Background: an optimization exercise with open tools, aiming at small area, a short achievable clock period and few clock cycles per item. Do not read the settings as production practice.
Function was checked by simulation only, so behaviour that the tests miss may differ from the original.
Power is estimated from default activity; no workload was simulated.

Design onp_calc, start of the top module:
module onp_calc(
    input clk,
    input rst,
    input [3:0] in_data,
    input wr_data,
    output [31:0] result,
    output result_ready
    );
Size: roughly 140 flip-flops, roughly 40 I/O pins, ~7500 um^2 of cells after synthesis.
==> flow/config.mk <==
export PLATFORM = sky130hd
export DESIGN_NAME = onp_calc
export DESIGN_NICKNAME = onp_calc
export VERILOG_FILES = /design/flow/design.v
export SDC_FILE = /design/flow/constraint.sdc
export NUM_CORES = 4
export LEC_CHECK = 0
export CAP_MARGIN = 20
export CORE_MARGIN = 2
export CORE_UTILIZATION = 40
export CTS_BUF_LIST = sky130_fd_sc_hd__clkbuf_4 sky130_fd_sc_hd__clkbuf_8
export SLEW_MARGIN = 20
==> flow/constraint.sdc <==
create_clock -name core_clock -period 9.0 [get_ports {clk}]
set_input_delay 1.8000 -clock core_clock [delete_from_list [all_inputs] [get_ports {clk}]]
set_output_delay 1.8000 -clock core_clock [all_outputs]
set_load 0.01 [all_outputs]
standard.sh (not shown) runs the stock make flow with config.mk's settings and CLKGATE_MAP_FILE= SYNTH_SCRIPT=/design/flow/synth_recipe.tcl, a recipe that flattens the netlist after the stock synthesis.
==> flow/flow/run.sh <==
#!/bin/bash
set -euo pipefail
MARGIN=6.0
bash standard.sh synth > synth.log 2>&1
bash standard.sh SETUP_SLACK_MARGIN=$MARGIN "BUFFER_PORTS_ARGS=-buffer_cell sky130_fd_sc_hd__buf_2" finish > layout.log 2>&1
The first run finished with timing, DRC and antenna clean.
Testbench counts at the start, summed over its fixed seeds: cycles 30,450, exprs 2,400.
==> next run, changes <==
CORE_UTILIZATION = 70   (was 40)
CTS_BUF_LIST = unset   (was sky130_fd_sc_hd__clkbuf_4 sky130_fd_sc_hd__clkbuf_8)
What happened: Critical path depth is unchanged. Wire length climbs by 3.8%. Fmax decreases by 1.0%. First-iteration DRC count rises by 40%.

* * *

Another version of the RTL of onp_calc (not shown whole).
Size: about 1000 cells after synthesis, ~40 I/O pins, roughly 9000 um^2 of cells after synthesis.
## onp_calc
module onp_calc(
    input clk,
    input rst,
    input [3:0] in_data,
    input wr_data,
    output [31:0] result,
    output result_ready
    );
==> flow/config.mk <==
export PLATFORM = sky130hd
export DESIGN_NAME = onp_calc
export DESIGN_NICKNAME = onp_calc
export VERILOG_FILES = /design/flow/design.v
export SDC_FILE = /design/flow/constraint.sdc
export NUM_CORES = 4
export LEC_CHECK = 0
export CAP_MARGIN = 20
export CORE_MARGIN = 2
export CORE_UTILIZATION = 40
export SLEW_MARGIN = 70
==> flow/constraint.sdc <==
create_clock -name core_clock -period 9.0 [get_ports {clk}]
set_input_delay 1.8000 -clock core_clock [delete_from_list [all_inputs] [get_ports {clk}]]
set_output_delay 1.8000 -clock core_clock [all_outputs]
set_load 0.01 [all_outputs]
run.sh (not shown) runs the stock make flow with config.mk's settings and CLKGATE_MAP_FILE= SYNTH_SCRIPT=/design/flow/synth_recipe.tcl, a recipe that flattens the netlist after the stock synthesis.
Stock flow here: none of the scripts above is used.
The starting point completed with no timing, DRC or antenna violations.
Testbench counts at the start, summed over its fixed seeds: cycles 30,450, exprs 2,400.
Then changed:
==> flow/flow/run.sh (new file) <==
#!/bin/bash
# Standard synthesis, then the standard layout with repair_timing aiming for
# 6 ns of setup slack (the clock and constraints are the design's own).
set -euo pipefail
bash standard.sh synth > synth.log 2>&1
bash standard.sh SETUP_SLACK_MARGIN=6.0 finish > layout.log 2>&1
==> flow/standard.sh (new file) <==
#!/bin/bash
# synth_recipe.tcl (not shown) runs the flow's synth.tcl, then flattens the netlist and writes it again
# the make line also repeats each setting of config.mk as NAME=value (left out here)
make -C /OpenROAD-flow-scripts/flow DESIGN_CONFIG=/design/flow/config.mk WORK_HOME=/design/flow/orfs CLKGATE_MAP_FILE= SYNTH_SCRIPT=/design/flow/synth_recipe.tcl "${@:-finish}"
--- a/flow/config.mk
+++ b/flow/config.mk
@@ -10,2 +10,2 @@
 export CORE_UTILIZATION = 40
-export SLEW_MARGIN = 70
+export SLEW_MARGIN = 20
removed: flow/run.sh
Outcome: Fmax came out higher by roughly a tenth. Clock power falls by a few percent. Via count rose by a few percent. Worst setup slack improves by 380 ps.
Then changed:
==> flow/flow/run.sh (replaced) <==
#!/bin/bash
set -euo pipefail
bash standard.sh synth > synth.log 2>&1
bash standard.sh SETUP_SLACK_MARGIN=6.0 "BUFFER_PORTS_ARGS=-buffer_cell sky130_fd_sc_hd__buf_2" finish > layout.log 2>&1
The new run passed the timing, DRC and antenna checks.
Die area stays the same.
Via count stays flat.
Global-route usage drops by 0.36 points.
Then changed:
==> flow/run.sh (new file) <==
#!/bin/bash
# synth_recipe.tcl (not shown) runs the flow's synth.tcl, then flattens the netlist and writes it again
# the make line also repeats each setting of config.mk as NAME=value (left out here)
make -C /OpenROAD-flow-scripts/flow DESIGN_CONFIG=/design/flow/config.mk WORK_HOME=/design/flow/orfs CLKGATE_MAP_FILE= SYNTH_SCRIPT=/design/flow/synth_recipe.tcl finish
--- a/flow/config.mk
+++ b/flow/config.mk
@@ -10,2 +10,3 @@
 export CORE_UTILIZATION = 40
-export SLEW_MARGIN = 20
+export SETUP_SLACK_MARGIN = 5
+export SLEW_MARGIN = 50
removed: flow/flow/run.sh
removed: flow/standard.sh
What happened:
- hold slack got worse by 7.3 ps
- combinational power decreases by 13%
- via count came out lower by 4.5%
- sequential cell count is unchanged
- global-route usage decreases by 1.2 points
- synthesized area does not change
- setup slack got worse by 390 ps
- synthesized cell count stays the same
Then changed:
--- a/flow/config.mk
+++ b/flow/config.mk
@@ -7,2 +7,3 @@
 export LEC_CHECK = 0
+export ABC_AREA = 1
 export CAP_MARGIN = 20
@@ -10,3 +11,2 @@
 export CORE_UTILIZATION = 40
-export SETUP_SLACK_MARGIN = 5
-export SLEW_MARGIN = 50
+export SLEW_MARGIN = 20
The new run completed with no timing, DRC or antenna violations. Setup slack degrades by 58 ps. Non-clock buffer count is lower by 10. Area after synthesis rises by about 7%. Maximum frequency came out lower by 1.7%. Routed wire length increases by 9.8%. Count of clock-buffer cells in the layout is higher by 3. Clock power came out higher by about 6.6%. Cell area went up by about 6.5%.
Then changed:
--- a/flow/config.mk
+++ b/flow/config.mk
@@ -7,3 +7,2 @@
 export LEC_CHECK = 0
-export ABC_AREA = 1
 export CAP_MARGIN = 20
Effect: The new run completed with no timing, DRC or antenna violations. Sequential cell count does not change. Setup slack is worse by 200 ps. Die area decreases by a few percent. Cell area is lower by a few percent. Via count decreases by roughly a tenth.

* * *

The RTL this note starts from:
==> flow/design.v <==
module onp_calc(
    input clk,
    input rst,
    input [3:0] in_data,
    input wr_data,
    output [31:0] result,
    output result_ready
    );
    reg  [23:0] P;
    reg         ps;
    reg  [20:0] S;
    reg         szero;    
    reg   [1:0] nzc;      
    reg  [13:0] M;
    reg         ms;
    reg   [1:0] nic;      
    reg         pmul;     
    reg         rdy;
    reg         init;
    reg t_dig, t_pm, t_sub, t_mul, t_eq, t_lp, t_rp;
    reg x4, x8, xs, y1, y2, yn;
    wire clr = rdy | init;
    wire tv  = t_dig | t_pm | t_mul | t_eq | t_lp | t_rp;
    reg [2:0] fst [0:4];
    wire inh = ~pmul;
    wire [2:0] ftop = fst[0];
    wire f_szero = ftop[2], f_inh = ftop[1], f_ms = ftop[0];
    integer i;
    always @(posedge clk)
        if (t_lp) begin
            fst[0] <= {szero, inh, ms};
            for (i = 1; i < 5; i = i + 1) fst[i] <= fst[i-1];
        end else if (t_rp) begin
            for (i = 0; i < 4; i = i + 1) fst[i] <= fst[i+1];
        end
    reg ps_nx, szero_nx;
    always @* begin
        ps_nx = ps;
        if (clr | t_rp | t_eq) ps_nx = 1'b0;
        else if (t_pm) ps_nx = ms ^ t_sub;
        szero_nx = szero;
        if (clr | t_lp) szero_nx = 1'b1;
        else if (t_pm) szero_nx = 1'b0;
        else if (t_rp) szero_nx = f_szero;
    end
    wire [3:0] d = in_data;
    wire w_dig = wr_data & ~(d[3] & (d[2] | d[1]));
    wire w_as  = wr_data & (d == 4'hA || d == 4'hB || d == 4'hD || d == 4'hF);
    always @(posedge clk) begin
        t_dig <= w_dig;
        t_pm  <= wr_data & (d == 4'hA || d == 4'hB);
        t_mul <= wr_data & (d == 4'hC);
        t_eq  <= wr_data & (d == 4'hD);
        t_lp  <= wr_data & (d == 4'hE);
        t_rp  <= wr_data & (d == 4'hF);
        x4 <= w_dig & (d == 4'd3 || d == 4'd4 || d == 4'd5 || d == 4'd6);
        x8 <= w_dig & (d == 4'd7 || d == 4'd8 || d == 4'd9);
        xs <= w_as & ~szero_nx;
        y1 <= (w_dig & (d == 4'd1 || d == 4'd5 || d == 4'd9)) | (w_as & ~ps_nx);
        y2 <= w_dig & (d == 4'd2 || d == 4'd6);
        yn <= (w_dig & (d == 4'd3 || d == 4'd7)) | (w_as & ps_nx);
    end
    always @(posedge clk)
        t_sub <= d[0];
    wire [23:0] X = ({24{x4}} & {P[21:0], 2'b0})
                  | ({24{x8}} & {P[20:0], 3'b0})
                  | ({24{xs}} & {{3{S[20]}}, S});
    wire [23:0] Y = ({24{y1}} & P)
                  | ({24{y2}} & {P[22:0], 1'b0})
                  | ({24{yn}} & ~P);
    wire [24:0] sum1 = {X, 1'b1} + {Y, yn};
    wire [23:0] sum = sum1[24:1];
    reg [13:0] s0;
    reg [7:0]  s1;
    reg [7:0]  msave;
    wire held   = (nzc != 2'd0);
    wire push_s = t_pm & szero & held;
    wire pop_s  = t_rp & ~szero & held;
    always @(posedge clk) begin
        if (push_s) begin
            s0 <= S[13:0];
            s1 <= s0[7:0];
        end else if (pop_s) begin
            s0 <= {{6{s1[7]}}, s1};
        end
        if (t_lp & ~inh) msave <= M[7:0];
    end
    always @(posedge clk or posedge rst)
        if (rst) begin
            rdy <= 1'b0;
            init <= 1'b1;
        end else begin
            init <= 1'b0;
            rdy <= t_eq;
        end
    always @(posedge clk) begin
        szero <= szero_nx;
        if (clr) begin
            nzc <= 2'd0;
            nic <= 2'd0;
            pmul <= 1'b0;
        end else if (tv) begin
            pmul <= t_mul;
            if (t_lp) begin
                if (~szero) nzc <= nzc + 2'd1;
                if (~inh) nic <= nic + 2'd1;
            end
            if (t_rp) begin
                if (~f_szero) nzc <= nzc - 2'd1;
                if (~f_inh) nic <= nic - 2'd1;
            end
        end
    end
    always @(posedge clk) begin
        ps <= ps_nx;
        if (clr) begin
            P <= 24'd1;
            S <= 21'd0;
            M <= 14'd1;
            ms <= 1'b0;
        end else begin
            if (t_dig | t_rp | t_eq) P <= sum;
            if (t_pm) begin
                S <= sum[20:0];
                P <= {{10{M[13]}}, M};
            end
            if (t_lp) begin
                if (~inh) M <= P[13:0];
                ms <= ps;
            end
            if (t_rp) begin
                if (~szero) S <= held ? {{7{s0[13]}}, s0} : 21'd0;
                ms <= f_ms;
                if (~f_inh) M <= (nic == 2'd1) ? 14'd1 : {{6{msave[7]}}, msave};
            end
        end
    end
    assign result = {{8{P[23]}}, P};
    assign result_ready = rdy;
endmodule
==> flow/config.mk <==
export PLATFORM = sky130hd
export DESIGN_NAME = onp_calc
export DESIGN_NICKNAME = onp_calc
export VERILOG_FILES = /design/flow/design.v
export SDC_FILE = /design/flow/constraint.sdc
export NUM_CORES = 4
export LEC_CHECK = 0
export ABC_AREA = 1
export CAP_MARGIN = 20
export CORE_MARGIN = 2
export CORE_UTILIZATION = 40
export CTS_BUF_LIST = sky130_fd_sc_hd__clkbuf_8
export SLEW_MARGIN = 20
==> flow/constraint.sdc <==
create_clock -name core_clock -period 9.0 [get_ports {clk}]
set_input_delay 1.8000 -clock core_clock [delete_from_list [all_inputs] [get_ports {clk}]]
set_output_delay 1.8000 -clock core_clock [all_outputs]
set_load 0.01 [all_outputs]
standard.sh (not shown) runs the stock make flow with config.mk's settings and CLKGATE_MAP_FILE= SYNTH_SCRIPT=/design/flow/synth_recipe.tcl, a recipe that flattens the netlist after the stock synthesis.
==> flow/flow/run.sh <==
#!/bin/bash
set -euo pipefail
MARGIN=6.3
bash standard.sh synth > synth.log 2>&1
bash standard.sh SETUP_SLACK_MARGIN=$MARGIN "BUFFER_PORTS_ARGS=-buffer_cell sky130_fd_sc_hd__buf_1" finish > layout.log 2>&1
The first run ran to the end with no violations.
Testbench counts at the start, summed over its fixed seeds: cycles 30,450, exprs 2,400.
Then changed:
--- a/flow/flow/run.sh
+++ b/flow/flow/run.sh
@@ -2,3 +2,3 @@
 set -euo pipefail
-MARGIN=6.3
+MARGIN=6.1
 bash standard.sh synth > synth.log 2>&1
--- a/flow/config.mk
+++ b/flow/config.mk
@@ -7,3 +7,2 @@
 export LEC_CHECK = 0
-export ABC_AREA = 1
 export CAP_MARGIN = 20
After rerunning:
- worst setup slack got worse by 110 ps
- total power hardly moves
- worst hold slack improves by 27 ps
- register-to-register slack gets worse by 330 ps
- die area went down by about 7%
- wire length drops by about 20%
- count of clock-buffer cells in the layout does not change
- cell count fell by 28%
Then changed:
--- a/flow/flow/run.sh
+++ b/flow/flow/run.sh
@@ -2,3 +2,3 @@
 set -euo pipefail
-MARGIN=6.1
+MARGIN=6.0
 bash standard.sh synth > synth.log 2>&1
Via count drops by about 1.5%; clock power is about the same; wire length drops by about 1.8%; clock skew stays flat; sequential share of layout area climbs by 0.43 points; synthesized cell count does not change; non-clock buffer count drops by 4; count of clock-buffer cells in the layout does not change; combinational power drops by about 6%.

## static timing again, ports no longer ideal
The results above use ideal ports. As a check the final layouts listed here were re-extracted and re-timed, cells and wires unchanged. Step 1 (the two cells are an assumption about what drives the block):
set clk [get_ports {clk}]
set_driving_cell -lib_cell sky130_fd_sc_hd__clkbuf_16 $clk
set_driving_cell -lib_cell sky130_fd_sc_hd__buf_2 [delete_from_list [all_inputs] $clk]
Step 2 adds t to the input delays and takes it off the output delays; t is the mean of the earliest and latest rising clock arrival at the registers after step 1. Input paths then give back, and output paths get back, about the clock's delay inside the block. a / b / c = ideal ports / drivers / drivers and shift; a / b = the first two.
| run | shift t [ns] | setup slack, ns | worst setup path at the end | worst data-port slew with drivers (ns) |
|---|---|---|---|---|
| the first run of note 1 | 0.498 | 6.071 / 6.032 / 6.090 | register to register | 0.03 |
| the second run of note 1 | 0.579 | 6.040 / 6.003 / 6.057 | register to register | 0.03 |
| the first run of note 2 | 0.473 | 5.548 / 5.505 / 5.765 | register to register | 0.03 |
| the second run of note 2 | 0.470 | 5.929 / 5.929 / 5.847 | input to register | 0.03 |
| the third run of note 2 | 0.482 | 5.934 / 5.934 / 5.934 | register to register | 0.03 |
| the fourth run of note 2 | 0.480 | 5.546 / 5.500 / 5.746 | register to register | 0.03 |
| the fifth run of note 2 | 0.475 | 5.488 / 5.488 / 5.488 | register to register | 0.05 |
| the sixth run of note 2 | 0.474 | 5.286 / 5.286 / 5.286 | register to register | 0.03 |
| the first run of note 3 | 0.487 | 6.223 / 6.185 / 5.988 | input to register | 0.03 |
| the second run of note 3 | 0.496 | 6.112 / 6.099 / 6.015 | input to register | 0.03 |
| the third run of note 3 | 0.491 | 6.059 / 6.019 / 6.026 | input to register | 0.03 |
After both steps setup and hold are still met in every run listed. The setup slack of the first run of note 3, which loses most, moves by -0.038 ns with the drivers and by -0.235 ns with both steps.
